This is an optimization exercise on Yosys and OpenROAD, whose aim is small area, a short achievable clock period and few clock cycles per item, not a production implementation. Where RTL was checked, it was by simulation tests only, not by an equivalence proof against the original. For runs 2, 3 and 8, only the layout was checked, not whether the RTL still works. No run shown here takes its clock network from TritonCTS; it comes from the design's own scripts or RTL. The clock port is modelled as an ideal driver, which makes a skipped or thinned clock tree look cheaper than it is; a real chip needs a root buffer or a tree. Power and IR drop assume default switching activity.

$ cat design/flow/flow/run.sh
#!/bin/bash
# The standard layout (standard.sh) with these changes:
#  - ports are buffered with buf_2 instead of the slow delay buffer that
#    buffer_ports picks by default;
#  - the resizer may swap cells of different footprints;
#  - flow/cts_flat.tcl replaces ORFS's cts step with a two-level clock tree
#    built by hand: the clock port drives four inverters, which drive eight
#    leaf inverters that drive the registers (every register sees the same
#    two inversions).
# Each step's output goes to its own log here.
set -euo pipefail
here=$(pwd)
export BUFFER_PORTS_ARGS="-buffer_cell sky130_fd_sc_hd__buf_2"
export FLAT_CLK_N1=4 FLAT_CLK_BUF1=sky130_fd_sc_hd__clkinv_4
export FLAT_CLK_N2=8 FLAT_CLK_BUF2=sky130_fd_sc_hd__clkinv_8
sed 's/CLKGATE_MAP_FILE= /CLKGATE_MAP_FILE= MATCH_CELL_FOOTPRINT=0 /' standard.sh > standard_own.sh
grep -q MATCH_CELL_FOOTPRINT=0 standard_own.sh
bash standard_own.sh place > place.log 2>&1
bash standard_own.sh run RUN_SCRIPT="$here/flow/cts_flat.tcl" RUN_LOG_NAME_STEM=4_1_cts > cts.log 2>&1
bash standard_own.sh finish > finish.log 2>&1
$ cat design/flow/flow/cts_flat.tcl
# Clock tree step of the layout, in place of ORFS's cts.tcl: a clock tree of
# one or two levels built by hand. The clock port drives N1 buffers or
# inverters (FLAT_CLK_N1 of FLAT_CLK_BUF1); each drives some of N2 leaf buffers
# or inverters (FLAT_CLK_N2 of FLAT_CLK_BUF2; none for a one-level tree), and
# each leaf drives the registers nearest to it, so every register's clock
# passes through the same number of cells. Groups come from a
# balanced k-means on positions. The rest is as in ORFS's cts.tcl: timing
# repair and detailed placement.
utl::set_metrics_stage "cts__{}"
source $::env(SCRIPTS_DIR)/load.tcl
erase_non_stage_variables cts
load_design 3_place.odb 3_place.sdc

set_dont_use $::env(DONT_USE_CELLS)

set n1 $::env(FLAT_CLK_N1)
set n2 $::env(FLAT_CLK_N2)
set buf1 $::env(FLAT_CLK_BUF1)
set buf2 $::env(FLAT_CLK_BUF2)

set db [ord::get_db]
set block [ord::get_db_block]
set clk_net [[$block findBTerm clk] getNet]

# points: list of {x y}; returns {assignment centers}, at most ceil(n/k) each
proc balanced_kmeans { points k } {
  set n [llength $points]
  set sx 0.0; set sy 0.0
  foreach p $points { set sx [expr {$sx + [lindex $p 0]}]; set sy [expr {$sy + [lindex $p 1]}] }
  set mx [expr {$sx / $n}]; set my [expr {$sy / $n}]
  set byang {}
  foreach p $points {
    lappend byang [list [expr {atan2([lindex $p 1] - $my, [lindex $p 0] - $mx)}] {*}$p]
  }
  set byang [lsort -real -index 0 $byang]
  set cx {}; set cy {}
  for {set j 0} {$j < $k} {incr j} {
    set p [lindex $byang [expr {int(($j + 0.5) * $n / $k)}]]
    lappend cx [lindex $p 1]; lappend cy [lindex $p 2]
  }
  set cap [expr {($n + $k - 1) / $k}]
  for {set iter 0} {$iter < 20} {incr iter} {
    set pairs {}
    set i 0
    foreach p $points {
      for {set j 0} {$j < $k} {incr j} {
        lappend pairs [list [expr {abs([lindex $p 0] - [lindex $cx $j]) + abs([lindex $p 1] - [lindex $cy $j])}] $i $j]
      }
      incr i
    }
    set pairs [lsort -real -index 0 $pairs]
    set assign [lrepeat $n -1]
    set an [lrepeat $k 0]
    foreach q $pairs {
      lassign $q d i j
      if {[lindex $assign $i] >= 0 || [lindex $an $j] >= $cap} { continue }
      lset assign $i $j
      lset an $j [expr {[lindex $an $j] + 1}]
    }
    set ax [lrepeat $k 0.0]; set ay [lrepeat $k 0.0]
    foreach p $points a $assign {
      lset ax $a [expr {[lindex $ax $a] + [lindex $p 0]}]
      lset ay $a [expr {[lindex $ay $a] + [lindex $p 1]}]
    }
    for {set j 0} {$j < $k} {incr j} {
      if {[lindex $an $j] > 0} {
        lset cx $j [expr {[lindex $ax $j] / [lindex $an $j]}]
        lset cy $j [expr {[lindex $ay $j] / [lindex $an $j]}]
      }
    }
  }
  puts "clock tree: group sizes $an"
  return [list $assign $cx $cy]
}

proc add_buffer { name cell x y in_net } {
  set master [[ord::get_db] findMaster $cell]
  set block [ord::get_db_block]
  set inst [odb::dbInst_create $block $master $name]
  set net [odb::dbNet_create $block "${name}_net"]
  $net setSigType CLOCK
  foreach it [$inst getITerms] {
    if {[$it isInputSignal]} { $it connect $in_net }
    if {[$it isOutputSignal]} { $it connect $net }
  }
  $inst setLocation [expr {int($x - [$master getWidth] / 2)}] [expr {int($y - [$master getHeight] / 2)}]
  $inst setPlacementStatus PLACED
  return $net
}

set sinks {}
set pts {}
foreach it [$clk_net getITerms] {
  set bb [[$it getInst] getBBox]
  lappend sinks $it
  lappend pts [list [expr {([$bb xMin] + [$bb xMax]) / 2.0}] [expr {([$bb yMin] + [$bb yMax]) / 2.0}]]
}
puts "clock tree: [llength $sinks] sinks, $n1 x $buf1 over $n2 x $buf2"

if {$n2 > 0} {
  lassign [balanced_kmeans $pts $n2] a2 x2 y2
  set leafpts {}
  for {set j 0} {$j < $n2} {incr j} { lappend leafpts [list [lindex $x2 $j] [lindex $y2 $j]] }
  lassign [balanced_kmeans $leafpts $n1] a1 x1 y1
  set nets1 {}
  for {set j 0} {$j < $n1} {incr j} {
    lappend nets1 [add_buffer "clkbuf_top_$j" $buf1 [lindex $x1 $j] [lindex $y1 $j] $clk_net]
  }
  set nets2 {}
  for {set j 0} {$j < $n2} {incr j} {
    lappend nets2 [add_buffer "clkbuf_leaf_$j" $buf2 [lindex $x2 $j] [lindex $y2 $j] [lindex $nets1 [lindex $a1 $j]]]
  }
} else {
  # one level: the port's buffers drive the registers
  lassign [balanced_kmeans $pts $n1] a2 x2 y2
  set nets2 {}
  for {set j 0} {$j < $n1} {incr j} {
    lappend nets2 [add_buffer "clkbuf_top_$j" $buf1 [lindex $x2 $j] [lindex $y2 $j] $clk_net]
  }
}
foreach it $sinks a $a2 {
  $it disconnect
  $it connect [lindex $nets2 $a]
}
global_connect

set_propagated_clock [all_clocks]

utl::push_metrics_stage "cts__{}__pre_repair_timing"
log_cmd estimate_parasitics -placement
utl::pop_metrics_stage

set_placement_padding -global \
  -left $::env(CELL_PAD_IN_SITES_DETAIL_PLACEMENT) \
  -right $::env(CELL_PAD_IN_SITES_DETAIL_PLACEMENT)
detailed_placement
log_cmd estimate_parasitics -placement

report_clock_skew
report_clock_min_period

repair_timing_helper
detailed_placement
check_placement -verbose

report_metrics 4 "cts final"
orfs_write_db $::env(RESULTS_DIR)/4_1_cts.odb
orfs_write_sdc $::env(RESULTS_DIR)/4_cts.sdc
$ cat design/flow/standard.sh
#!/bin/bash
# synth_recipe.tcl (not shown) runs the flow's synth.tcl, then flattens the netlist and writes it again
# the make line also repeats each setting of config.mk as NAME=value (left out here)
make -C /OpenROAD-flow-scripts/flow DESIGN_CONFIG=/design/flow/config.mk WORK_HOME=/design/flow/orfs CLKGATE_MAP_FILE= SYNTH_SCRIPT=/design/flow/synth_recipe.tcl "${@:-finish}"
$ cat design/flow/config.mk
export PLATFORM = sky130hd
export DESIGN_NAME = automaton
export DESIGN_NICKNAME = automaton
export VERILOG_FILES = /design/flow/design.v
export SDC_FILE = /design/flow/constraint.sdc
export NUM_CORES = 4
export LEC_CHECK = 0
export ABC_CLOCK_PERIOD_IN_PS = 1700
export CAP_MARGIN = 20
export CORE_MARGIN = 2
export CORE_UTILIZATION = 65
export CTS_BUF_LIST = sky130_fd_sc_hd__clkbuf_4 sky130_fd_sc_hd__clkbuf_8
export CTS_CLUSTER_DIAMETER = 100
export CTS_CLUSTER_SIZE = 30
export SETUP_SLACK_MARGIN = 3.4
export SLEW_MARGIN = 20
$ cat design/flow/constraint.sdc
create_clock -name core_clock -period 5.0 [get_ports {clk}]
set_input_delay 1.0000 -clock core_clock [delete_from_list [all_inputs] [get_ports {clk}]]
set_output_delay 1.0000 -clock core_clock [all_outputs]
set_load 0.01 [all_outputs]
$ cat design/flow/design.v
`timescale 1ns / 1ps
module automaton(
    input               clk,
    input               rst,
    input [31:0]        rule,
    output reg [5:0]    row,
    output reg [5:0]    col,
    output reg          world_we,
    input               world_in,
    output reg          world_out,
    output reg          update_done);
localparam P = 9;                
localparam L = 2 * P + 1;        
reg [L-1:0]  sr;                 
reg [63:0]   tb;                 
reg [2:0] cb;
reg [5:0] cc;
reg [2:0] ci;
reg       cs;
reg col0, col62, col63, band0, band7;
reg ci0, ci6, ci7;   
reg smask;       
reg emask;       
reg rst_q;       
reg rd;          
reg nw;          
reg pend;        
reg wsel2;       
reg active;      
reg ud1;
wire n_band0  = col63 ? band7 : band0;
wire n_nbit   = cs ? (tb[1] & ~n_band0) : sr[P];
wire n_wbit   = (cs ? col63 : col0) ? 1'b0 : sr[2*P-1];
wire n_emask  = cs ? col62 : col63;
wire c_top    = ci0;
wire c_nbit   = c_top ? (tb[0] & ~band0) : sr[P+1];
wire c_wbit   = col0 ? 1'b0 : sr[2*P];
wire x_nbit   = rd ? n_nbit : c_nbit;
wire x_wbit   = rd ? n_wbit : c_wbit;
reg [7:0] rlk;       
wire e_bit    = sr[0] & ~emask;
wire s_bit    = sr[P-1] & ~smask;
wire new_bit  = rlk[{sr[P], e_bit, s_bit}];
wire flag     = active & ~cs & (new_bit ^ sr[P]);
wire pend_n = rd ? flag : (wsel2 & pend);
wire nw_n   = pend_n & (~nw | rd);
wire c_last = band7 & col63 & cs;
wire [5:0] cc_p1  = {cc[5] ^ (&cc[4:0]), cc[4] ^ (&cc[3:0]), cc[3] ^ (&cc[2:0]),
                     cc[2] ^ (&cc[1:0]), cc[1] ^ cc[0], ~cc[0]};
wire [5:0] cc_p2  = {cc[5] ^ (&cc[4:1]), cc[4] ^ (&cc[3:1]), cc[3] ^ (&cc[2:1]),
                     cc[2] ^ cc[1], ~cc[1], cc[0]};
wire [2:0] cb_p1  = {cb[2] ^ (&cb[1:0]), cb[1] ^ cb[0], ~cb[0]};
wire [2:0] cb_p2  = {cb[2] ^ cb[1], ~cb[1], cb[0]};
wire [2:0] ci_p1  = {ci[2] ^ (&ci[1:0]), ci[1] ^ ci[0], ~ci[0]};
wire [2:0] ci_p2  = {ci[2] ^ ci[1], ~ci[1], ci[0]};
wire       rw     = cs | (ci7 & rd);
wire       r_srow = rd ? ci6 : ci7;
wire [2:0] r_idx  = rw ? {2'b00, cs & rd} : (rd ? ci_p2 : ci_p1);
wire [5:0] r_col  = rw ? cc_p2 : cc_p1;
wire       r_cy   = rw ? (col62 | col63) : col63;
wire [2:0] r_band = r_cy ? cb_p1 : cb;
wire [2:0] r_bnd1 = r_cy ? cb_p2 : cb_p1;
wire [5:0] r_row  = r_srow ? {r_bnd1, 3'd0} : {r_band, r_idx};
always @(posedge clk) begin
    rst_q <= rst;
    if (rd) begin
        sr <= {sr[L-2:0], world_in};
        if (cs)
            tb <= {sr[P+1], tb[63:1]};
        emask <= n_emask;
    end
    rlk <= rule[{x_nbit, x_wbit, 3'b000} +: 8];
    world_out <= ~sr[P+1];
    if (nw) begin
        row <= {cb, ci - 3'd1};
        col <= cc;
    end else begin
        row <= r_row;
        col <= r_col;
    end
    if (rst_q) begin
        cb <= 3'd7; cc <= 6'd62; ci <= 3'd7; cs <= 1'b0;
        col0 <= 1'b0; col62 <= 1'b1; col63 <= 1'b0;
        band0 <= 1'b0; band7 <= 1'b1;
        smask <= 1'b0;
        ci0 <= 1'b0; ci6 <= 1'b0; ci7 <= 1'b1;
        world_we <= 1'b0;
        rd <= 1'b1;
        nw <= 1'b0;
        pend <= 1'b0;
        wsel2 <= 1'b0;
        active <= 1'b0;
        ud1 <= 1'b0;
        update_done <= 1'b0;
    end else begin
        if (rd) begin
            if (cs) begin
                cs <= 1'b0;
                ci0 <= 1'b1;
                smask <= 1'b0;
                cc <= cc_p1;
                col0 <= col63;
                col63 <= col62;
                col62 <= (cc == 6'd61);
                if (col63) begin
                    cb <= cb_p1;
                    band0 <= band7;
                    band7 <= (cb == 3'd6);
                end
            end else begin
                ci <= ci_p1;
                ci0 <= 1'b0;
                ci6 <= (ci == 3'd5);
                ci7 <= ci6;
                smask <= ci6 & band7;
                if (ci7) cs <= 1'b1;
            end
            wsel2 <= 1'b1;
            if (c_last) active <= 1'b1;
        end else begin
            wsel2 <= 1'b0;
        end
        pend <= pend_n;
        nw <= nw_n;
        ud1 <= rd & c_last & active;
        update_done <= ud1;
        world_we <= nw;
        rd <= ~nw;
    end
end
endmodule
==> run notes, run 1 <==
Worst Path Required 4.00 ns; register area 0.00358 mm^2; max cap viols 0; Register-to-Register Path Depth 6; Worst Hold Class register to register; IO buf count 49; worst slew pin tran 0.955 ns; flop-to-flop setup slack 3.42 ns; drt first pass iters 5; reg2reg end rlk[3]$_DFF_P_; Leak 2.15 nW; # hold bufs at CTS 0; first-pass GRT wire length 13000 um; num ports 50; drt total wl 7980 um; setup_tns 0 ns; Die X-Extent 90.9 um; average wire per standard cell 16.4 um; Max Clock Freq 0.619 GHz; EDFF count, synth 84; YS warnings 1; Metal-1 WL 3540 um; Clock Pin Slew Worst Setup and Hold Paths 0.07 ns; CP Cell Sequence buf_6; clock skew 0.0282 ns; Setup CP Type register to output pin; row count 31; status no timing/DRC/antenna violations; Slew Limit Fails 0; RSZ-0062 raised after global routing true; ANT nets after route 0; Worst Setup SP world_we$_SDFF_PP0_; drt first-iter violations 168; # DRC 0; Crit Path Max Fanout 1; grt total ovfl 0; Hold Path End tb[61]$_DFFE_PN_; ys flop type edfxtp_1; routed wl met3 395 um; CP delay by family, top flip-flops; ys async rst share 0%; CP Data Arrival Time 0.62 ns; initial cell density of the core 67.3%; syn nets 371; post-route minimum period 1.62 ns; Inserted Diodes 0; core area 0.00729 mm^2; critical-path cell with the highest stage delay dfxtp_2; Setup-failing EPs final 0; worst rel slew slack 36.3%; Unique masters post-synth 46; crit path launch type register; final worst path period share 32.3%; P per Cell Area 400 mW/mm^2; vias per cell 5.67; GRT Util Overall 19.3%; Area Overhead vs Synth 13.4%; die area 0.00826 mm^2; Syn Inst Count 325; die height 90.9 um; Avg Synthesized Cell Area 15.1 um^2; VDD IR max 0.252 mV; share of cells above drive strength 1 26.7%; number of synthesized register bits 136; register area share after synthesis 72.6%; Syn Std Cell Area 0.00491 mm^2; CP Capture Type output pin; via count 2750; Worst Min Path Start tb[62]$_DFFE_PN_; top layer in use met4; DPL Wire Length 4760 um; Levels on crit path 1; pin count of the biggest net entering global routing 75; Multi-input gate area 0.00127 mm^2; fillers 495; hold slack 0.411 ns; met2 routed WL 3870 um; clock latency (worst-skew pair) 0.19 ns; number of global-route vias before repair 2715; Final Hold Fails 0; hold path cells 0; Max stage delay on crit path 0.32 ns; layout net count 434; initial antenna violation count 0; CP Buf/Inv Count 1; Final GP Congestion 0.745; R2R Path Start rd$_SDFF_PP1_
how the worst max path moves through the flow:
stage	slack (ns)	to
finish	3.38	world_we
CTS	3.37	world_we
global placement	2.84	cb[2]$_SDFFE_PP1P_
floorplan	3.44	rlk[0]$_DFF_P_
global route	3.34	rlk[2]$_DFF_P_
detailed placement	2.75	cb[2]$_SDFFE_PP1P_
layer usage:
layer / vias up / track usage (%)
li1: 1320 / -
met3: 14 / 2.00
met4: 0 / 3.91
met1: 1332 / 27.5
met5: - / 0
met2: 84 / 32.9
synth_stat cells, drive strengths merged (2+ instances only):
cell	count	area, um^2
inv	11	41.3
o31ai	3	22.5
mux4	9	203
xor2	4	35.0
edfxtp	84	2520
a211o	6	52.6
mux2i	7	73.8
nand3	7	40.0
a21o	2	15.0
a31oi	2	12.5
nand3b	3	22.5
nand2	24	92.6
nor2b	4	25.0
a21oi	22	114
o22ai	2	12.5
ha	11	138
clkbuf	5	18.8
nand4b	2	17.5
nor3	5	25.0
xnor2	4	35.0
o21ai	10	53.8
nor3b	2	15.0
nor2	15	63.8
dfxtp	52	1040
o21bai	3	22.5
nand2b	7	43.8
and3	4	25.0
buf	6	46.3
stage by stage:
stage               util [%]  cell area [um^2]  worst slack (ns)  total power [mW]  std cells
finish                  76.3              5570              3.38              2.22        485
global route            76.3              5570              3.34              2.32        485
detailed placement      71.7              5230              2.75              1.75        463
global placement        71.7              5230              2.84              1.74        463
floorplan                  -              4920              3.44              1.65        325
repair_timing:
action                                  in CTS  in global routing
resized for setup                           14                 10
endpoints found under the setup margin     100                 29
buffers inserted                             8                  2
pin swaps                                    1                  4
registers in the layout (all words and copies together) (netlist names), 3 cells and up:
register	flops
tb	64
sr	19
rlk	8
cc	6
col	6
row	6
cb	3
ci	3
cell type report:
class / instances / area share [%]
multi-input cells: 167 / 22.9
repair buffers: 60 / 6.95
inverters: 23 / 3.71
well taps: 99 / 2.23
flip-flops and latches: 136 / 64.3
kinds of logic (layout without fill, tap and decap cells):
| kind of cell | count (synthesis) | count (layout) | synth area share, % |
|---|---|---|---|
| flip-flops | 136 | 136 | 72.6 |
| multiplexers | 17 | 17 | 5.86 |
| AO/OA/AOI/OAI | 56 | 56 | 7.36 |
| buffers and inverters | 22 | 83 | 2.17 |
| adder cells (fa/ha/maj) | 11 | 11 | 2.80 |
| AND/OR/NAND/NOR | 75 | 75 | 7.80 |
| XOR/XNOR | 8 | 8 | 1.43 |
power breakdown:
part           switching, mW  leakage, nW  internal, mW
clock network          0.377       0.0716        0.0839
logic                  0.174        0.832         0.168
registers             0.0709         1.25          1.35
placed cells by master (no fill, tap or decap), types with 3 or more instances in the layout:
cell type,n
xor2_1,4
a21oi_1,21
and3_1,4
nand2b_1,7
o21bai_1,3
nand3_1,6
clkinv_4,4
buf_6,5
a211o_1,6
buf_2,46
nand2_1,23
mux2i_1,6
dfxtp_2,5
nand3b_1,3
edfxtp_1,84
clkinv_8,8
dfxtp_1,45
nor2_1,13
o21ai_0,9
xnor2_1,4
buf_4,7
nor2b_1,3
o31ai_1,3
inv_1,9
mux4_2,9
nor3_1,5
ha_1,11
Testbench counts, summed over its fixed seeds: cycles 308,609, generations 48.
==> run 2: changes to the inputs <==
--- a/design/flow/design.v
+++ b/design/flow/design.v
@@ -42,4 +42,3 @@
 wire s_bit    = sr[P-1] & ~smask;
-wire new_bit  = rlk[{sr[P], e_bit, s_bit}];
-wire flag     = active & ~cs & (new_bit ^ sr[P]);
+wire flag     = active & ~cs & rlk[{sr[P], e_bit, s_bit}];
 wire pend_n = rd ? flag : (wsel2 & pend);
@@ -71,3 +70,3 @@
     end
-    rlk <= rule[{x_nbit, x_wbit, 3'b000} +: 8];
+    rlk <= rule[{x_nbit, x_wbit, 3'b000} +: 8] ^ 8'hf0;
     world_out <= ~sr[P+1];
--- a/design/flow/config.mk
+++ b/design/flow/config.mk
@@ -14,3 +14,3 @@
 export CTS_CLUSTER_SIZE = 30
-export SETUP_SLACK_MARGIN = 3.4
+export SETUP_SLACK_MARGIN = 3.35
 export SLEW_MARGIN = 20
==> run notes, run 2 <==
drt first pass iters 5; hold slack 0.412 ns; clock latency (worst-skew pair) 0.18 ns; CP Data Arrival Time 0.62 ns; Clock Pin Slew Worst Setup and Hold Paths 0.07 ns; Inserted Diodes 0; initial cell density of the core 67.9%; Worst Path Required 4.00 ns; GR Util met2 32.2%; CP Cell Sequence buf_2; CP delay by family, top flip-flops; core area 0.00733 mm^2; busiest metal layer after global routing met2; most common cell after layout, fill and taps aside edfxtp_1; Worst Hold Class register to register; ANT nets after route 0; die area 0.00838 mm^2; P per Cell Area 395 mW/mm^2; initial antenna violation count 0; max cap viols 0; grt total ovfl 0; row count 31; final worst path period share 32.4%; EDFF count, synth 84; R2R Path Start cs$_SDFFE_PP0P_; vias per cell 5.68; layout net count 452; VDD IR max 0.244 mV; syn nets 390; GRT Util Overall 19.5%; IO buf count 49; Synth top area share 50.7%; worst rel slew slack 65.9%; most frequent cell after synthesis edfxtp_1; number of global-route vias before repair 2726; Largest Register tb; worst slew pin tran 0.510 ns; met3 usage 2.66%; crit path launch type register; first-pass GRT wire length 13300 um; clock skew 0.0101 ns; drt total wl 8090 um; Non-Filler Instances 503; register area share after synthesis 71.6%; area leader, netlist edfxtp_1; Largest regs tb x64, sr x19, rlk x8; DPL Wire Length 4940 um; Setup-failing EPs final 0; Max stage delay on crit path 0.32 ns; post-route minimum period 1.62 ns; Die X-Extent 91.5 um; RSZ-0062 raised after global routing true; drt first-iter violations 176; Worst Min Path Start tb[19]$_DFFE_PN_; Syn Inst Count 344; Leak 2.25 nW; Area Overhead vs Synth 13.1%; Max Clock Freq 0.617 GHz; Slew Limit Fails 0; YS warnings 1; Avg Synthesized Cell Area 14.5 um^2; via count 2857; Crit Path Max Fanout 1; CP Capture Type output pin; setup_tns 0 ns; Final GP Congestion 0.763; most frequent cells after synthesis 84 x edfxtp_1, 52 x dfxtp_1, 28 x nand2_1; most frequent cells in the layout 84 x edfxtp_1, 48 x buf_2, 44 x dfxtp_1; ys async rst share 0%; largest cells by area after synthesis edfxtp_1 51%, dfxtp_1 21%, mux4_2 4.5%, ha_1 2.8%, a21oi_1 2.2%; grt met1 use 28.2%; critical-path cell with the highest stage delay dfxtp_1; average wire per standard cell 16.1 um; CP Buf/Inv Count 1; num ports 50; Worst Setup SP col[2]$_DFF_P_; Largest register FFs 64; ys flop type edfxtp_1; number of synthesized register bits 136; placed cells 482; Setup CP Type register to output pin; # DRC 0; share of cells above drive strength 1 25.7%; Unique masters post-synth 43; Syn Std Cell Area 0.00498 mm^2; pin count of the biggest net entering global routing 78; status no timing/DRC/antenna violations; die height 91.5 um; Final Hold Fails 0
run 2: power breakdown:
group	internal (mW)	switching, mW
registers	1.35	0.0713
logic	0.166	0.178
clock network	0.0839	0.374
run 2: layer usage:
layer	vias to the layer above	routed length, um
met5	-	0
met2	88	3870
li1	1380	-
met4	0	146
met3	14	465
met1	1375	3600
run 2: kinds of logic after synthesis:
group | synth area share (%)
buffers and inverters | 3.32
AOI/OAI and AO/OA | 6.89
DFF | 71.6
muxes | 6.81
adders and majority gates | 2.76
and+or+nand+nor | 7.41
xor gates and xnor gates | 1.23
run 2: layout make-up:
cell class              instances  area [um^2]
repair buffers                 59          363
inverters                      40          270
well taps                      99          124
fillers                       428         1700
flip-flops and latches        136         3580
multi-input cells             169         1290
run 2: final timing paths:
path,depth (start not counted),end,slack (ns)
worst max-delay path,1,col[2],3.38
worst min-delay path,0,tb[18]$_DFFE_PN_,0.41
worst max register to register,4,rlk[6]$_DFF_P_,3.39
worst min register to register,0,tb[18]$_DFFE_PN_,0.41
run 2: timing repair:
action                     CTS  global route
pin swaps                    2             0
setup buffers                7             2
gates resized for setup     12            12
setup endpoints to repair   92            20
hold buffers                 0             0
run 2: stage by stage:
| step | setup WS [ns] | util [%] | area (um^2) | power (mW) |
|---|---|---|---|---|
| finish | 3.38 | 76.8 | 5630 | 2.22 |
| floorplan | 3.39 | - | 4990 | 1.65 |
| global placement | 2.63 | 72.3 | 5300 | 1.74 |
| detailed placement | 2.52 | 72.3 | 5300 | 1.75 |
| global route | 3.31 | 76.8 | 5630 | 2.34 |
==> run 3: changes to the inputs <==
--- a/design/flow/config.mk
+++ b/design/flow/config.mk
@@ -14,3 +14,3 @@
 export CTS_CLUSTER_SIZE = 30
-export SETUP_SLACK_MARGIN = 3.35
+export SETUP_SLACK_MARGIN = 3.5
 export SLEW_MARGIN = 20
==> run notes, run 3 <==
status no timing/DRC/antenna violations; Slew Limit Fails 0; Sw Share 29.0%; most frequent cells in the layout 84 x edfxtp_1, 39 x buf_2, 35 x dfxtp_1; setup_tns 0 ns; post-route minimum period 1.63 ns; final core occ 79.9%; core area 0.00733 mm^2; Setup CP Type register to output pin; initial antenna violation count 0; average wire per standard cell 18.2 um; Inserted Diodes 0; number of synthesized register bits 136; Leak 2.31 nW; grt total ovfl 0; overall power 2.31 mW; setup ws final 3.37 ns; RSZ-0062 raised after global routing true; most common cell after layout, fill and taps aside edfxtp_1; Crit Path Max Fanout 1; via count 2900; ANT nets after route 0; IO buf count 49; Max stage delay on crit path 0.33 ns; syn nets 390; Clock Pin Slew Worst Setup and Hold Paths 0.08 ns; P per Cell Area 394 mW/mm^2; EDFF count, synth 84; Unique masters post-synth 43; Net Switching 669 uW; ys async rst share 0%; CP Capture Type output pin; num ports 50; post-place instance area 0.00531 mm^2; CP Buf/Inv Count 1; first-pass GRT wire length 14000 um; Logic pwr share 17.1%; CP delay by family, top flip-flops; # DRC 0; placed cells 482; most frequent cell after synthesis edfxtp_1; row count 31; worst slew pin tran 0.516 ns; YS warnings 1; GR Util met2 33.9%; Non-Filler Instances 507; Syn Std Cell Area 0.00498 mm^2; dpl ws 2.79 ns; die height 91.5 um; internal power 1.64 mW; Max Clock Freq 0.615 GHz; Syn Inst Count 344; die area 0.00838 mm^2; most frequent cells after synthesis 84 x edfxtp_1, 52 x dfxtp_1, 28 x nand2_1; Final GP Congestion 0.751; drt first pass iters 7; Die X-Extent 91.5 um; CP Data Arrival Time 0.63 ns; max cap viols 0; Synth top area share 50.7%; Area Overhead vs Synth 17.6%; hold slack 0.419 ns; worst rel slew slack 65.6%; drt total wl 9240 um; crit path launch type register; ys flop type edfxtp_1; register area 0.00359 mm^2; busiest metal layer after global routing met2; met3 usage 3.32%; initial cell density of the core 67.9%; CP Cell Sequence buf_6; Worst Hold Class register to register; Worst Path Required 4.00 ns; register area share after synthesis 71.6%; clock power share 20.7%; number of global-route vias before repair 2844; grt met1 use 30.8%; Sequential Power Share 62.3%; Avg Synthesized Cell Area 14.5 um^2; Final Hold Fails 0; vias per cell 5.72; GRT Util Overall 20.9%; final worst path period share 32.5%; Setup-failing EPs final 0; layout net count 456; critical-path cell with the highest stage delay dfxtp_2; Largest Register tb; share of cells above drive strength 1 31.6%; Largest regs tb x64, sr x19, rlk x8; Finished Cell Area 0.00586 mm^2; clock latency (worst-skew pair) 0.18 ns; Largest register FFs 64; largest cells by area after synthesis edfxtp_1 51%, dfxtp_1 21%, mux4_2 4.5%, ha_1 2.8%, a21oi_1 2.2%; fillers 392; drt first-iter violations 237; pin count of the biggest net entering global routing 71; Multi-input gate area 0.00137 mm^2; DPL Wire Length 5090 um; area leader, netlist edfxtp_1; clock skew 0.0154 ns; VDD IR max 0.188 mV
==> run 3: cell types whose count changed in the layout (fill, tap and decap cells not counted), sizes merged <==
cell and change:
buf +2, clkbuf +2
==> run 3: worst register-to-register path, stage by stage (launching register included) <==
cell	delay [ns]
dfxtp_4	0.39
nand2_2	0.15
inv_4	0.20
nand3_2	0.16
o211ai_4	0.20
mux4_2	0.36
==> run 3: final timing paths <==
kind / from / end / slack, ns / depth (start not counted)
min: tb[32]$_DFFE_PN_ / tb[31]$_DFFE_PN_ / 0.42 / 0
min reg2reg: tb[32]$_DFFE_PN_ / tb[31]$_DFFE_PN_ / 0.42 / 0
max: row[4]$_DFF_P_ / row[4] / 3.37 / 1
max reg2reg: rd$_SDFF_PP1_ / rlk[5]$_DFF_P_ / 3.41 / 5
==> run 3: area by class of cell <==
class / count / share of cell area (%)
sequential: 136 / 61.4
tap: 99 / 2.11
inverter: 40 / 4.66
timing repair buffer: 63 / 8.55
multi-input combinational: 169 / 23.3
==> run 3: power by group through the flow <==
stage	clock network [mW]	registers [mW]	logic (mW)
final	0.477	1.44	0.394
after global routing	0.524	1.45	0.431
after CTS	0.486	1.42	0.354
after detailed placement	0	1.44	0.317
after global placement	0	1.44	0.309
after floorplan	0	1.43	0.220
==> run 3: repair_timing <==
item / in CTS / in global routing
buffers inserted: 7 / 4
endpoints found under the setup margin: 109 / 44
resized for setup: 31 / 23
hold buffers: 0 / 0
gates cloned: 0 / 2
endpoints found under the hold margin: 0 / 0
pin swaps: 5 / 4
==> run 3: routing by layer <==
| layer | vias up | part of all wire, % | wire (um) |
|---|---|---|---|
| met5 | - | 0 | 0 |
| met4 | 0 | 1.5 | 142 |
| met3 | 13 | 6.6 | 610 |
| met2 | 108 | 49 | 4530 |
| met1 | 1396 | 43 | 3960 |
| li1 | 1383 | - | - |
==> run 3: cells by family (layout without fill, tap and decap cells) <==
group	Yosys count	in the layout	share of synthesized area (%)
DFF	136	136	71.6
and+or+nand+nor	74	74	7.41
AOI/OAI and AO/OA	56	56	6.89
buffers and inverters	39	103	3.32
muxes	21	21	6.81
adders and majority gates	11	11	2.76
xor gates and xnor gates	7	7	1.23
==> run 4: changes to the inputs <==
--- a/design/flow/design.v
+++ b/design/flow/design.v
@@ -42,3 +42,4 @@
 wire s_bit    = sr[P-1] & ~smask;
-wire flag     = active & ~cs & rlk[{sr[P], e_bit, s_bit}];
+wire new_bit  = rlk[{sr[P], e_bit, s_bit}];
+wire flag     = active & ~cs & (new_bit ^ sr[P]);
 wire pend_n = rd ? flag : (wsel2 & pend);
@@ -70,3 +71,3 @@
     end
-    rlk <= rule[{x_nbit, x_wbit, 3'b000} +: 8] ^ 8'hf0;
+    rlk <= rule[{x_nbit, x_wbit, 3'b000} +: 8];
     world_out <= ~sr[P+1];
--- a/design/flow/flow/run.sh
+++ b/design/flow/flow/run.sh
@@ -12,3 +12,3 @@
 here=$(pwd)
-export BUFFER_PORTS_ARGS="-buffer_cell sky130_fd_sc_hd__buf_2"
+export BUFFER_PORTS_ARGS="-buffer_cell sky130_fd_sc_hd__buf_1"
 export FLAT_CLK_N1=4 FLAT_CLK_BUF1=sky130_fd_sc_hd__clkinv_4
--- a/design/flow/config.mk
+++ b/design/flow/config.mk
@@ -10,3 +10,3 @@
 export CORE_MARGIN = 2
-export CORE_UTILIZATION = 65
+export CORE_UTILIZATION = 75
 export CTS_BUF_LIST = sky130_fd_sc_hd__clkbuf_4 sky130_fd_sc_hd__clkbuf_8
@@ -14,3 +14,3 @@
 export CTS_CLUSTER_SIZE = 30
-export SETUP_SLACK_MARGIN = 3.5
+export SETUP_SLACK_MARGIN = 3.35
 export SLEW_MARGIN = 20
==> run notes, run 4 <==
worst rel slew slack 32.5%; register area share after synthesis 72.6%; RSZ-0062 raised after global routing true; clock skew 0.0439 ns; GRT Util Overall 26.3%; CP Capture Type register; drt total wl 9500 um; Clock Pin Slew Worst Setup and Hold Paths 0.09 ns; fillers 284; average wire per standard cell 20.4 um; final core occ 87.2%; most frequent cell after synthesis edfxtp_1; Inserted Diodes 0; num ports 50; vias per cell 6.18; Worst Hold Class register to register; die area 0.00721 mm^2; Crit Path Max Fanout 8; most frequent cells in the layout 84 x edfxtp_1, 46 x dfxtp_1, 37 x buf_1; max cap viols 0; ys flop type edfxtp_1; Max Clock Freq 0.570 GHz; Final GP Congestion 0.795; CP Cell Sequence buf_4 -> buf_4 -> mux2i_4 -> nand2_1 -> nor3_1 -> a211oi_1 -> a31oi_1; Unique masters post-synth 46; clock latency (worst-skew pair) 0.21 ns; largest cells by area after synthesis edfxtp_1 51%, dfxtp_1 21%, mux4_2 4.1%, ha_1 2.8%, a21oi_1 2.1%; row count 29; critical-path cell with the highest stage delay dfxtp_4; cell repeated most along the worst path buf_4; drt first-iter violations 275; Die X-Extent 84.9 um; number of global-route vias before repair 2886; dpl ws 2.27 ns; pin count of the biggest net entering global routing 44; overall power 2.28 mW; post-place instance area 0.00514 mm^2; Syn Std Cell Area 0.00491 mm^2; most frequent cells after synthesis 84 x edfxtp_1, 52 x dfxtp_1, 23 x nand2_1; Largest register FFs 64; flop-to-flop setup slack 3.24 ns; Finished Cell Area 0.00554 mm^2; CP Data Arrival Time 1.89 ns; Non-Filler Instances 465; Largest Register tb; drt first pass iters 4; crit path launch type register; Final Hold Fails 0; via count 2872; placed cells 441; setup_tns 0 ns; EDFF count, synth 84; Slew Limit Fails 0; grt total ovfl 0; ANT nets after route 0; Avg Synthesized Cell Area 15.1 um^2; DPL Wire Length 5220 um; Setup-failing EPs final 0; Area Overhead vs Synth 12.8%; Max stage delay on crit path 0.37 ns; core area 0.00635 mm^2; Leak 2.05 nW; VDD IR max 0.364 mV; Worst Path Required 5.14 ns; initial cell density of the core 77.3%; ys async rst share 0%; Syn Inst Count 325; first-pass GRT wire length 14600 um; share of cells above drive strength 1 18.0%; die height 84.9 um; post-route minimum period 1.76 ns; Synth top area share 51.4%; number of synthesized register bits 136; Setup CP Type register to register; setup ws final 3.24 ns; layout net count 436; initial antenna violation count 0; area leader, netlist edfxtp_1; final worst path period share 35.1%; status no timing/DRC/antenna violations; YS warnings 1; P per Cell Area 412 mW/mm^2; worst slew pin tran 1.01 ns; syn nets 371; Largest regs tb x64, sr x19, rlk x8; # DRC 0; most common cell after layout, fill and taps aside edfxtp_1; hold slack 0.395 ns; IO buf count 49
==> run 4: cell count changes in the layout (fill, tap and decap cells not counted), sizes merged, moves of 3 or more <==
| cell | before | now |
|---|---|---|
| nor2 | 12 | 15 |
| inv | 28 | 11 |
| a211o | 0 | 6 |
| nand2 | 28 | 24 |
| o21ai | 15 | 10 |
| o31ai | 0 | 3 |
| o211ai | 6 | 1 |
| o21bai | 0 | 3 |
| nand2b | 1 | 7 |
| buf | 61 | 57 |
==> run 4: worst max-delay path: cells and delay by family (launching register included) <==
kind | cells | cell delay, ns
compound gates | 2 | 0.29
simple gates | 2 | 0.39
mux | 1 | 0.30
buf+inv | 2 | 0.37
flops | 1 | 0.37
==> run 4: cell type report <==
type	instances	area, um^2	area share, %
inverter	23	219	3.95
multi-input combinational	167	1310	23.6
sequential	136	3580	64.6
tap	77	96.3	1.74
timing repair buffer	61	330	5.97
timing repair inverter	1	8.76	0.158
==> run 4: layer usage <==
metal | track usage (%) | wire length (um) | vias to the layer above
met2 | 49.2 | 5040 | 131
met3 | 2.63 | 558 | 17
met1 | 33.8 | 3700 | 1392
li1 | - | - | 1332
met4 | 4.91 | 202 | 0
met5 | 0 | 0 | -
==> run 4: path summary, 6_finish.rpt <==
path                           end  cells past startpoint        startpoint
setup / recovery    row[2]$_DFF_P_                      7     rd$_SDFF_PP1_
hold / removal    tb[47]$_DFFE_PN_                      0  tb[48]$_DFFE_PN_
setup reg to reg    row[2]$_DFF_P_                      7     rd$_SDFF_PP1_
hold reg to reg   tb[47]$_DFFE_PN_                      0  tb[48]$_DFFE_PN_
==> run 4: cell families (layout without fill, tap and decap cells) <==
family	Yosys count	count (layout)	synth area share (%)
flops	136	136	72.6
simple gates	75	75	7.80
compound gates	56	56	7.36
buf+inv	22	85	2.17
mux	17	17	5.86
fa+ha+maj	11	11	2.80
xor+xnor	8	8	1.43
==> run 4: what timing repair did <==
item,CTS,global route
hold endpoints to repair,0,0
gates resized for setup,34,15
gates cloned,1,0
pin swaps,2,1
setup buffers,9,2
hold buffers,0,0
endpoints found under the setup margin,101,27
==> run 4: report_power, final <==
part / internal, mW / total (mW) / switching, mW
clock network: 0.0842 / 0.486 / 0.402
logic: 0.170 / 0.363 / 0.193
registers: 1.35 / 1.43 / 0.0785
Testbench counts of run 4, summed over its fixed seeds: cycles 308,609, generations 48.
==> run 5: changes to the inputs <==
--- a/design/flow/flow/run.sh
+++ b/design/flow/flow/run.sh
@@ -12,3 +12,3 @@
 here=$(pwd)
-export BUFFER_PORTS_ARGS="-buffer_cell sky130_fd_sc_hd__buf_1"
+export BUFFER_PORTS_ARGS="-buffer_cell sky130_fd_sc_hd__buf_2"
 export FLAT_CLK_N1=4 FLAT_CLK_BUF1=sky130_fd_sc_hd__clkinv_4
==> run notes, run 5 <==
register area share after synthesis 72.6%; ANT nets after route 0; setup_tns 0 ns; Worst Hold Class register to register; critical-path cell with the highest stage delay mux4_2; post-place instance area 0.00520 mm^2; initial antenna violation count 0; Avg Synthesized Cell Area 15.1 um^2; area leader, netlist edfxtp_1; syn nets 371; EDFF count, synth 84; Largest regs tb x64, sr x19, rlk x8; GRT Util Overall 23.4%; row count 29; Area Overhead vs Synth 12.7%; Max stage delay on crit path 0.53 ns; Clock Pin Slew Worst Setup and Hold Paths 0.07 ns; grt total ovfl 0; average wire per standard cell 18.5 um; pin count of the biggest net entering global routing 39; most frequent cell after synthesis edfxtp_1; vias per cell 6.11; final worst path period share 35.0%; Max Clock Freq 0.571 GHz; Largest register FFs 64; dpl ws 2.24 ns; Setup CP Type register to register; Unique masters post-synth 46; CP Cell Sequence nor2b_4 -> mux4_2 -> o22ai_2 -> o22ai_2 -> nor2b_2; num ports 50; number of global-route vias before repair 2781; Slew Limit Fails 0; post-route minimum period 1.75 ns; crit path launch type register; die height 84.9 um; Finished Cell Area 0.00553 mm^2; first-pass GRT wire length 13400 um; YS warnings 1; P per Cell Area 403 mW/mm^2; share of cells above drive strength 1 26.0%; most frequent cells after synthesis 84 x edfxtp_1, 52 x dfxtp_1, 23 x nand2_1; Crit Path Max Fanout 2; Syn Std Cell Area 0.00491 mm^2; Final GP Congestion 0.788; setup ws final 3.25 ns; # DRC 0; die area 0.00721 mm^2; most common cell after layout, fill and taps aside edfxtp_1; core area 0.00635 mm^2; worst slew pin tran 1.02 ns; status no timing/DRC/antenna violations; Worst Path Required 5.03 ns; Die X-Extent 84.9 um; IO buf count 49; Synth top area share 51.4%; Syn Inst Count 325; drt total wl 8520 um; VDD IR max 0.366 mV; DPL Wire Length 4760 um; overall power 2.23 mW; placed cells 441; fillers 277; Leak 2.14 nW; Largest Register tb; ys async rst share 0%; clock latency (worst-skew pair) 0.18 ns; CP Data Arrival Time 1.79 ns; most frequent cells in the layout 84 x edfxtp_1, 49 x dfxtp_1, 49 x buf_2; Non-Filler Instances 461; layout net count 432; CP Capture Type register; drt first-iter violations 212; Inserted Diodes 0; RSZ-0062 raised after global routing true; drt first pass iters 4; worst rel slew slack 32.1%; clock skew 0.0141 ns; cell repeated most along the worst path o22ai_2; max cap viols 0; initial cell density of the core 77.3%; largest cells by area after synthesis edfxtp_1 51%, dfxtp_1 21%, mux4_2 4.1%, ha_1 2.8%, a21oi_1 2.1%; Final Hold Fails 0; ys flop type edfxtp_1; via count 2816; number of synthesized register bits 136; Setup-failing EPs final 0
[run 5: area by class of cell]
cell class	instances	area [um^2]	share of cell area [%]
Inverter	23	219	3.96
Sequential cell	136	3570	64.6
Timing Repair inverter	1	8.76	0.158
Multi-Input combinational cell	167	1300	23.5
Timing Repair Buffer	57	338	6.11
Tap cell	77	96.3	1.74
[run 5: worst paths after layout]
check / start / to / slack (ns) / depth (start not counted)
setup / recovery: emask$_DFFE_PP_ / pend$_SDFF_PP0_ / 3.25 / 5
hold / removal: tb[61]$_DFFE_PN_ / tb[60]$_DFFE_PN_ / 0.40 / 0
setup reg to reg: emask$_DFFE_PP_ / pend$_SDFF_PP0_ / 3.25 / 5
hold reg to reg: tb[61]$_DFFE_PN_ / tb[60]$_DFFE_PN_ / 0.40 / 0
[run 5: cells by family (layout without fill, tap and decap cells)]
group | after synthesis | in the layout | share of synthesized area [%]
DFF | 136 | 136 | 72.6
and+or+nand+nor | 75 | 75 | 7.80
AOI/OAI and AO/OA | 56 | 56 | 7.36
buffers and inverters | 22 | 81 | 2.17
muxes | 17 | 17 | 5.86
adders and majority gates | 11 | 11 | 2.80
xor gates and xnor gates | 8 | 8 | 1.43
[run 5: per-stage QoR]
step                hold WS (ns)  util (%)
finish                     0.405      87.1
detailed placement         0.405      81.9
floorplan                  0.400         -
global placement           0.402      81.9
global route               0.414      87.1
[run 5: repair_timing]
| item | CTS | global route |
|---|---|---|
| hold buffers | 0 | 0 |
| setup endpoints to repair | 94 | 9 |
| resized for setup | 16 | 10 |
| pin swaps | 1 | 3 |
| hold endpoints to repair | 0 | 0 |
| gates cloned | 1 | 0 |
| setup buffers | 7 | 0 |
[run 5: report_power, final]
| group | internal [mW] | total (mW) | leakage [nW] | switching (mW) |
|---|---|---|---|---|
| sequential | 1.35 | 1.42 | 1.25 | 0.0718 |
| clock | 0.0837 | 0.463 | 0.0716 | 0.379 |
| combinational | 0.161 | 0.346 | 0.821 | 0.185 |
[run 5: critical path, delay by kind of cell (launching register included)]
family,cells,cell delay [ns]
muxes,1,0.53
DFF,1,0.43
and+or+nand+nor,2,0.35
AOI/OAI and AO/OA,2,0.30
[run 5: layer usage]
metal / global-route usage [%] / up-vias / wire length [um]
met5: 0 / - / 0
met2: 39.7 / 113 / 4140
met1: 32.4 / 1366 / 3590
li1: - / 1317 / -
met4: 6.49 / 0 / 216
met3: 3.50 / 20 / 567
==> run 6: changes to the inputs <==
--- a/design/flow/config.mk
+++ b/design/flow/config.mk
@@ -10,3 +10,3 @@
 export CORE_MARGIN = 2
-export CORE_UTILIZATION = 75
+export CORE_UTILIZATION = 55
 export CTS_BUF_LIST = sky130_fd_sc_hd__clkbuf_4 sky130_fd_sc_hd__clkbuf_8
==> run notes, run 6 <==
number of synthesized register bits 136; Largest Register tb; GRT Util Overall 16.6%; drt first-iter violations 167; critical-path cell with the highest stage delay mux4_2; Max stage delay on crit path 0.51 ns; CP Cell Sequence nor2b_4 -> mux4_2 -> o22ai_2 -> o22ai_2 -> nor2b_1; die area 0.00970 mm^2; Final Hold Fails 0; pin count of the biggest net entering global routing 74; clock skew 0.0142 ns; num ports 50; number of global-route vias before repair 2678; DPL Wire Length 4570 um; Syn Inst Count 325; status no timing/DRC/antenna violations; area leader, netlist edfxtp_1; most frequent cells in the layout 84 x edfxtp_1, 49 x buf_2, 48 x dfxtp_1; cell repeated most along the worst path o22ai_2; setup ws final 3.37 ns; Largest regs tb x64, sr x19, rlk x8; Area Overhead vs Synth 13.0%; IO buf count 49; Worst Path Required 5.04 ns; Synth top area share 51.4%; layout net count 432; # DRC 0; max cap viols 0; drt first pass iters 4; register area share after synthesis 72.6%; Slew Limit Fails 0; row count 34; die height 98.5 um; Clock Pin Slew Worst Setup and Hold Paths 0.07 ns; Crit Path Max Fanout 2; RSZ-0062 raised after global routing true; Finished Cell Area 0.00555 mm^2; Leak 2.14 nW; dpl ws 2.71 ns; most common cell after layout, fill and taps aside edfxtp_1; P per Cell Area 399 mW/mm^2; ANT nets after route 0; CP Data Arrival Time 1.66 ns; Setup CP Type register to register; Unique masters post-synth 46; initial antenna violation count 0; ys flop type edfxtp_1; most frequent cell after synthesis edfxtp_1; Largest register FFs 64; hold slack 0.415 ns; Die X-Extent 98.5 um; share of cells above drive strength 1 25.8%; syn nets 371; via count 2669; average wire per standard cell 15.9 um; overall power 2.22 mW; vias per cell 5.42; CP Capture Type register; drt total wl 7820 um; fillers 681; Final GP Congestion 0.758; Avg Synthesized Cell Area 15.1 um^2; Syn Std Cell Area 0.00491 mm^2; setup_tns 0 ns; Max Clock Freq 0.615 GHz; clock latency (worst-skew pair) 0.18 ns; worst slew pin tran 0.997 ns; first-pass GRT wire length 13400 um; VDD IR max 0.209 mV; most frequent cells after synthesis 84 x edfxtp_1, 52 x dfxtp_1, 23 x nand2_1; Worst Hold Class register to register; final worst path period share 32.5%; Setup-failing EPs final 0; largest cells by area after synthesis edfxtp_1 51%, dfxtp_1 21%, mux4_2 4.1%, ha_1 2.8%, a21oi_1 2.1%; YS warnings 1; worst rel slew slack 33.5%; # hold bufs at CTS 0; EDFF count, synth 84; ys async rst share 0%; post-place instance area 0.00524 mm^2; grt total ovfl 0; flop-to-flop setup slack 3.37 ns; core area 0.00868 mm^2; initial cell density of the core 56.6%; Inserted Diodes 0; post-route minimum period 1.63 ns; crit path launch type register
==> run 6: path summary, 6_finish.rpt <==
kind / startpoint / end / depth (start not counted)
worst max-delay path: emask$_DFFE_PP_ / pend$_SDFF_PP0_ / 5
worst max register to register: emask$_DFFE_PP_ / pend$_SDFF_PP0_ / 5
worst min-delay path: sr[2]$_DFFE_PP_ / sr[3]$_DFFE_PP_ / 0
worst min register to register: sr[2]$_DFFE_PP_ / sr[3]$_DFFE_PP_ / 0
==> run 6: cells by family (layout without fill, tap and decap cells) <==
family,after synthesis,after routing,synth area share [%]
multiplexers,17,17,5.86
XOR/XNOR,8,8,1.43
flip-flops,136,136,72.6
AO/OA/AOI/OAI,56,56,7.36
buffers and inverters,22,81,2.17
adder cells (fa/ha/maj),11,11,2.80
AND/OR/NAND/NOR,75,75,7.80
==> run 6: area by class of cell <==
class                           instances  area, um^2  share of cell area [%]
Sequential cell                       136        3570                    64.4
Inverter                               23         206                    3.72
Tap cell                              108         135                    2.44
Timing Repair Buffer                   58         353                    6.36
Multi-Input combinational cell        167        1280                    23.1
==> run 6: repair_timing <==
action                     CTS  global route
setup endpoints to repair   87            14
resized for setup           11             7
setup buffers                6             2
pin swaps                    0             1
==> run 6: metrics by stage <==
step	utilization (%)	std cells
2_1_floorplan	-	325
3_3_place_gp	60.3	472
3_5_place_dp	60.3	472
5_1_grt	63.9	492
6_report	63.9	492
==> run 6: layer usage <==
layer	vias up	share of wire (%)	global-route usage [%]	wire, um
met5	-	0	0	0
met4	0	1.8	2.95	140
met3	14	5.0	2.34	393
met2	71	45	25.9	3540
met1	1265	48	25.8	3750
li1	1319	-	-	-
==> run 6: worst max-delay path, delay by kind of cell (launching register included) <==
| kind | cells | cell delay (ns) |
|---|---|---|
| AND/OR/NAND/NOR | 2 | 0.29 |
| multiplexers | 1 | 0.51 |
| AO/OA/AOI/OAI | 2 | 0.28 |
| flip-flops | 1 | 0.41 |
==> run 6: where the power goes <==
part	internal (mW)	switching [mW]
Sequential	1.35	0.0664
Combinational	0.160	0.174
Clock	0.0837	0.382
==> run 7: changes to the inputs <==
--- a/design/flow/flow/run.sh
+++ b/design/flow/flow/run.sh
@@ -13,4 +13,4 @@
 export BUFFER_PORTS_ARGS="-buffer_cell sky130_fd_sc_hd__buf_2"
-export FLAT_CLK_N1=4 FLAT_CLK_BUF1=sky130_fd_sc_hd__clkinv_4
-export FLAT_CLK_N2=8 FLAT_CLK_BUF2=sky130_fd_sc_hd__clkinv_8
+export FLAT_CLK_N1=4 FLAT_CLK_BUF1=sky130_fd_sc_hd__clkinv_8
+export FLAT_CLK_N2=8 FLAT_CLK_BUF2=sky130_fd_sc_hd__clkinv_16
 sed 's/CLKGATE_MAP_FILE= /CLKGATE_MAP_FILE= MATCH_CELL_FOOTPRINT=0 /' standard.sh > standard_own.sh
--- a/design/flow/config.mk
+++ b/design/flow/config.mk
@@ -10,3 +10,3 @@
 export CORE_MARGIN = 2
-export CORE_UTILIZATION = 55
+export CORE_UTILIZATION = 65
 export CTS_BUF_LIST = sky130_fd_sc_hd__clkbuf_4 sky130_fd_sc_hd__clkbuf_8
==> run notes, run 7 <==
CP Cell Sequence mux2i_2 -> a32o_2 -> buf_12 -> mux4_2; average wire per standard cell 17.4 um; top layer in use met4; CP endpoint rlk[4]$_DFF_P_; Leak 2.19 nW; worst rel slew slack 32.1%; Synth top area share 51.4%; Inserted Diodes 0; crit path launch type register; Final GP Congestion 0.745; Setup CP Type register to register; Largest register FFs 64; row count 31; initial cell density of the core 67.3%; post-route minimum period 1.63 ns; Worst Setup SP cs$_SDFFE_PP0P_; most common cell after layout, fill and taps aside edfxtp_1; die area 0.00826 mm^2; Non-Filler Instances 484; final core occ 78.0%; Slew Limit Fails 0; Finished Cell Area 0.00569 mm^2; syn nets 371; YS warnings 1; clock skew 0.0157 ns; Crit Path Max Fanout 8; DPL Wire Length 4760 um; num ports 50; Max Clock Freq 0.612 GHz; die height 90.9 um; setup_tns 0 ns; area leader, netlist edfxtp_1; Final Hold Fails 0; flop-to-flop setup slack 3.37 ns; first-pass GRT wire length 13600 um; EDFF count, synth 84; IO buf count 49; most frequent cells in the layout 84 x edfxtp_1, 49 x dfxtp_1, 49 x buf_2; most frequent cell after synthesis edfxtp_1; drt total wl 8400 um; CP Buf/Inv Count 1; layout net count 433; Unique masters post-synth 46; via count 2769; vias per cell 5.72; number of synthesized register bits 136; R2R Path Start cs$_SDFFE_PP0P_; status no timing/DRC/antenna violations; Avg Synthesized Cell Area 15.1 um^2; CP Data Arrival Time 1.67 ns; overall power 2.39 mW; routed wl met3 378 um; clock latency (worst-skew pair) 0.16 ns; VDD IR max 0.294 mV; share of cells above drive strength 1 25.7%; P per Cell Area 421 mW/mm^2; Die X-Extent 90.9 um; # DRC 0; drt first-iter violations 198; # hold bufs at CTS 0; Area Overhead vs Synth 15.8%; drt first pass iters 4; Syn Std Cell Area 0.00491 mm^2; Largest Register tb; core area 0.00729 mm^2; critical-path cell with the highest stage delay mux4_2; reg2reg end rlk[4]$_DFF_P_; Setup-failing EPs final 0; pin count of the biggest net entering global routing 75; final worst path period share 32.7%; Largest regs tb x64, sr x19, rlk x8; placed cells 463; max cap viols 0; worst slew pin tran 1.02 ns; Levels on crit path 4; initial antenna violation count 0; grt total ovfl 0; Worst Path Required 5.04 ns; Metal-1 WL 3650 um; Worst Hold Class register to register; ANT nets after route 0; RSZ-0062 raised after global routing true; Syn Inst Count 325; Clock Pin Slew Worst Setup and Hold Paths 0.05 ns; GRT Util Overall 20.5%; number of global-route vias before repair 2750; CP Capture Type register; most frequent cells after synthesis 84 x edfxtp_1, 52 x dfxtp_1, 23 x nand2_1; register area share after synthesis 72.6%; ys flop type edfxtp_1; Register-to-Register Path Depth 4; post-place instance area 0.00523 mm^2; largest cells by area after synthesis edfxtp_1 51%, dfxtp_1 21%, mux4_2 4.1%, ha_1 2.8%, a21oi_1 2.1%; ys async rst share 0%; met2 routed WL 4140 um; CP delay by family, top multiplexers; Max stage delay on crit path 0.50 ns
## run 7: cell counts after synthesis
No cell type changed its count.
## run 7: how the worst min path moves through the flow
stage | slack, ns | from | end | depth (start not counted)
3_3_place_gp | 0.40 | tb[29]$_DFFE_PN_ | tb[28]$_DFFE_PN_ | 0
2_1_floorplan | 0.40 | sr[11]$_DFFE_PP_ | sr[12]$_DFFE_PP_ | 0
6_report | 0.42 | tb[2]$_DFFE_PN_ | tb[1]$_DFFE_PN_ | 0
4_1_cts | 0.42 | tb[21]$_DFFE_PN_ | tb[20]$_DFFE_PN_ | 0
3_5_place_dp | 0.40 | sr[2]$_DFFE_PP_ | sr[3]$_DFFE_PP_ | 0
5_1_grt | 0.42 | tb[41]$_DFFE_PN_ | tb[40]$_DFFE_PN_ | 0
## run 7: repair_timing
action	in CTS	in global routing
pin swaps	1	2
endpoints found under the setup margin	86	14
resized for setup	12	7
hold endpoints to repair	0	0
buffers inserted	6	3
## run 7: cell type report
class | instances | area (um^2)
fillers | 461 | 1610
well taps | 99 | 124
multi-input cells | 167 | 1280
repair buffers | 59 | 360
inverters | 23 | 347
flip-flops and latches | 136 | 3570
## run 7: where the power goes
part	internal, mW	switching [mW]	total [mW]
clock	0.154	0.474	0.628
combinational	0.162	0.177	0.339
sequential	1.35	0.0724	1.43
total	1.67	0.724	2.39
## run 7: per-stage QoR
stage / setup slack [ns] / hold slack (ns)
floorplan: 3.44 / 0.400
global placement: 2.84 / 0.402
detailed placement: 2.75 / 0.405
global route: 3.31 / 0.420
finish: 3.37 / 0.416
## run 7: cells by family (layout without fill, tap and decap cells)
group | count (synthesis) | after routing | share of synthesized area, %
DFF | 136 | 136 | 72.6
AOI/OAI and AO/OA | 56 | 56 | 7.36
adders and majority gates | 11 | 11 | 2.80
xor gates and xnor gates | 8 | 8 | 1.43
and+or+nand+nor | 75 | 75 | 7.80
muxes | 17 | 17 | 5.86
buffers and inverters | 22 | 82 | 2.17
## run 7: layer usage
layer	GRT usage, %	vias to the layer above
met5	0	-
met4	4.67	0
met3	2.09	18
met1	28.5	1356
li1	-	1311
met2	35.4	84
==> run 8: changes to the inputs <==
--- a/design/flow/design.v
+++ b/design/flow/design.v
@@ -21,4 +21,2 @@
 reg ci0, ci6, ci7;   
-reg smask;       
-reg emask;       
 reg rst_q;       
@@ -33,3 +31,2 @@
 wire n_wbit   = (cs ? col63 : col0) ? 1'b0 : sr[2*P-1];
-wire n_emask  = cs ? col62 : col63;
 wire c_top    = ci0;
@@ -40,4 +37,4 @@
 reg [7:0] rlk;       
-wire e_bit    = sr[0] & ~emask;
-wire s_bit    = sr[P-1] & ~smask;
+wire e_bit    = sr[0] & ~col63;              
+wire s_bit    = sr[P-1] & ~(ci7 & band7);    
 wire new_bit  = rlk[{sr[P], e_bit, s_bit}];
@@ -69,3 +66,2 @@
             tb <= {sr[P+1], tb[63:1]};
-        emask <= n_emask;
     end
@@ -84,3 +80,2 @@
         band0 <= 1'b0; band7 <= 1'b1;
-        smask <= 1'b0;
         ci0 <= 1'b0; ci6 <= 1'b0; ci7 <= 1'b1;
@@ -99,3 +94,2 @@
                 ci0 <= 1'b1;
-                smask <= 1'b0;
                 cc <= cc_p1;
@@ -114,3 +108,2 @@
                 ci7 <= ci6;
-                smask <= ci6 & band7;
                 if (ci7) cs <= 1'b1;
--- a/design/flow/flow/run.sh
+++ b/design/flow/flow/run.sh
@@ -13,4 +13,4 @@
 export BUFFER_PORTS_ARGS="-buffer_cell sky130_fd_sc_hd__buf_2"
-export FLAT_CLK_N1=4 FLAT_CLK_BUF1=sky130_fd_sc_hd__clkinv_8
-export FLAT_CLK_N2=8 FLAT_CLK_BUF2=sky130_fd_sc_hd__clkinv_16
+export FLAT_CLK_N1=4 FLAT_CLK_BUF1=sky130_fd_sc_hd__clkinv_4
+export FLAT_CLK_N2=8 FLAT_CLK_BUF2=sky130_fd_sc_hd__clkinv_8
 sed 's/CLKGATE_MAP_FILE= /CLKGATE_MAP_FILE= MATCH_CELL_FOOTPRINT=0 /' standard.sh > standard_own.sh
==> run notes, run 8 <==
hold path cells 0; number of synthesized register bits 134; syn nets 386; most frequent cells in the layout 83 x edfxtp_1, 49 x buf_2, 47 x dfxtp_1; Worst Path Required 4.00 ns; Worst Min Path Start tb[31]$_DFFE_PN_; Slew Limit Fails 0; share of cells above drive strength 1 22.7%; average wire per standard cell 16.0 um; Largest register FFs 64; Syn Inst Count 340; setup_tns 0 ns; CP delay by family, top flip-flops; reg2reg end nw$_SDFF_PP0_; number of global-route vias before repair 2604; initial cell density of the core 67.7%; most frequent cell after synthesis edfxtp_1; row count 31; worst rel slew slack 63.4%; CP Capture Type output pin; Worst Hold Class register to register; final worst path period share 32.3%; drt first-iter violations 134; IO buf count 49; Unique masters post-synth 48; R2R Path Start col63$_SDFFE_PP0N_; clock skew 0.0230 ns; # hold bufs at CTS 0; flop-to-flop setup slack 3.39 ns; die height 91.4 um; max cap viols 0; Synth top area share 50.2%; initial antenna violation count 0; die area 0.00835 mm^2; most common cell after layout, fill and taps aside edfxtp_1; Register-to-Register Path Depth 4; Multi-input gate area 0.00134 mm^2; via count 2789; GRT Util Overall 18.4%; register area 0.00352 mm^2; DPL Wire Length 4910 um; crit path launch type register; area leader, netlist edfxtp_1; register area share after synthesis 70.8%; status no timing/DRC/antenna violations; layout net count 444; Final GP Congestion 0.781; CP Cell Sequence buf_2; ys flop type edfxtp_1; most frequent cells after synthesis 83 x edfxtp_1, 51 x dfxtp_1, 33 x mux2i_1; # DRC 0; vias per cell 5.63; RSZ-0062 raised after global routing true; YS warnings 1; num ports 50; ANT nets after route 0; Largest regs tb x64, sr x19, rlk x8; drt total wl 7940 um; Avg Synthesized Cell Area 14.6 um^2; CP Data Arrival Time 0.62 ns; largest cells by area after synthesis edfxtp_1 50%, dfxtp_1 21%, mux2i_1 6.7%, ha_1 2.8%, nand2_1 2.0%; Clock Pin Slew Worst Setup and Hold Paths 0.07 ns; Area Overhead vs Synth 11.5%; Setup-failing EPs final 0; Crit Path Max Fanout 1; critical-path cell with the highest stage delay dfxtp_1; Die X-Extent 91.4 um; Syn Std Cell Area 0.00496 mm^2; clock latency (worst-skew pair) 0.18 ns; Max stage delay on crit path 0.32 ns; Largest Register tb; Leak 2.21 nW; Setup CP Type register to output pin; dpl ws 2.63 ns; post-route minimum period 1.62 ns; worst slew pin tran 0.549 ns; VDD IR max 0.326 mV; placed cells 477; overall power 2.20 mW; Hold Path End tb[30]$_DFFE_PN_; grt total ovfl 0; CP Buf/Inv Count 1; core area 0.00733 mm^2; drt first pass iters 4; Final Hold Fails 0; setup ws final 3.38 ns; Non-Filler Instances 495; ys async rst share 0%; fillers 464; P per Cell Area 398 mW/mm^2; EDFF count, synth 83; Inserted Diodes 0; first-pass GRT wire length 12400 um; Max Clock Freq 0.619 GHz; pin count of the biggest net entering global routing 40
==> run 8: cell count changes in the layout (fill, tap and decap cells not counted), sizes merged, moves of 4 or more <==
| cell | change |
|---|---|
| mux2i | +26 |
| mux4 | -7 |
| a211o | -6 |
| nand2b | -6 |
| buf | -4 |
| o21ai | +5 |
| nand2 | +4 |
==> run 8: layout make-up <==
cell class	instances	share of cell area (%)
sequential	134	63.7
multi-input combinational	182	24.2
timing repair buffer	55	5.77
inverter	24	4.03
tap	99	2.24
timing repair inverter	1	0.158
==> run 8: per-stage QoR <==
| step | hold slack (ns) | cell area, um^2 | util (%) |
|---|---|---|---|
| finish | 0.395 | 5530 | 75.5 |
| detailed placement | 0.405 | 5240 | 71.5 |
| floorplan | 0.400 | 4980 | - |
| global placement | 0.401 | 5240 | 71.5 |
| global route | 0.407 | 5530 | 75.5 |
==> run 8: repair_timing <==
action                     CTS  global route
setup buffers                1             4
gates resized for setup     14             3
cloned                       0             1
setup endpoints to repair   91            50
pin swaps                    0             1
==> run 8: metal layers <==
metal,GRT usage [%],vias up,wire length [um]
met5,0,-,0
met4,3.91,0,171
met2,30.2,76,3740
li1,-,1358,-
met3,1.49,17,353
met1,27.2,1338,3680
==> run 8: worst max path at each step <==
stage | slack (ns) | from | endpoint | cells past startpoint
after global placement | 2.70 | rd$_SDFF_PP1_ | tb[57]$_DFFE_PN_ | 3
after detailed placement | 2.63 | rd$_SDFF_PP1_ | tb[39]$_DFFE_PN_ | 3
final | 3.38 | update_done$_SDFF_PP0_ | update_done | 1
after global routing | 3.32 | rd$_SDFF_PP1_ | pend$_SDFF_PP0_ | 4
after floorplan | 3.43 | rd$_SDFF_PP1_ | active$_SDFFE_PP0N_ | 6
after CTS | 3.37 | col63$_SDFFE_PP0N_ | nw$_SDFF_PP0_ | 4
==> run 8: cell families after synthesis <==
kind of cell	Yosys count	share of synthesized area [%]
flops	134	70.8
buf+inv	24	2.90
fa+ha+maj	11	2.77
compound gates	52	6.84
xor+xnor	7	1.24
simple gates	75	7.42
mux	37	8.02
==> run 8: power breakdown <==
group | leakage (nW) | switching, mW | internal, mW
Sequential | 1.23 | 0.0675 | 1.33
Combinational | 0.916 | 0.187 | 0.162
Clock | 0.0716 | 0.373 | 0.0839
Total | 2.21 | 0.627 | 1.57
==> run 8: worst register-to-register path, delay by kind of cell, from the launching register on <==
| kind | cells | cell delay [ns] |
|---|---|---|
| AO/OA/AOI/OAI | 1 | 0.25 |
| multiplexers | 1 | 0.51 |
| flip-flops | 1 | 0.42 |
| AND/OR/NAND/NOR | 2 | 0.35 |

-- port drivers added, routing unchanged --
How much do the figures lean on ideal ports? The routed layouts below were timed once more, with nothing changed but the port constraints. Step 1 assumes that a clkbuf_16 drives the clock port and a buf_2 every other input. Step 2 moves the port delays by t, midway between the first and last clock arrival at a register: inputs arrive t later, outputs are due t later. That takes back most of the time a late clock gives input paths. a / b / c = ideal / step 1 / step 2; a / b = the first two.
run	shift t [ns]	slack for setup (ns)	worst hold slack (ns)	worst slew at a driven data input, ns
run 1	0.266	3.384 / 3.290 / 3.308	0.411 / 0.411 / 0.411	0.03
run 2	0.259	3.379 / 3.290 / 3.303	0.412 / 0.412 / 0.412	0.03
run 3	0.263	3.373 / 3.283 / 3.289	0.419 / 0.419 / 0.419	0.03
run 4	0.265	3.245 / 3.245 / 3.245	0.395 / 0.395 / 0.395	0.04
run 5	0.265	3.248 / 3.248 / 3.248	0.405 / 0.405 / 0.405	0.05
run 6	0.270	3.375 / 3.289 / 3.303	0.415 / 0.415 / 0.415	0.04
run 7	0.296	3.366 / 3.267 / 3.300	0.416 / 0.417 / 0.417	0.03
run 8	0.257	3.384 / 3.297 / 3.385	0.395 / 0.395 / 0.395	0.03
After both steps setup and hold are still met in every run listed. The setup slack of run 3, which loses most, moves by -0.090 ns with the drivers and by -0.084 ns with both steps.
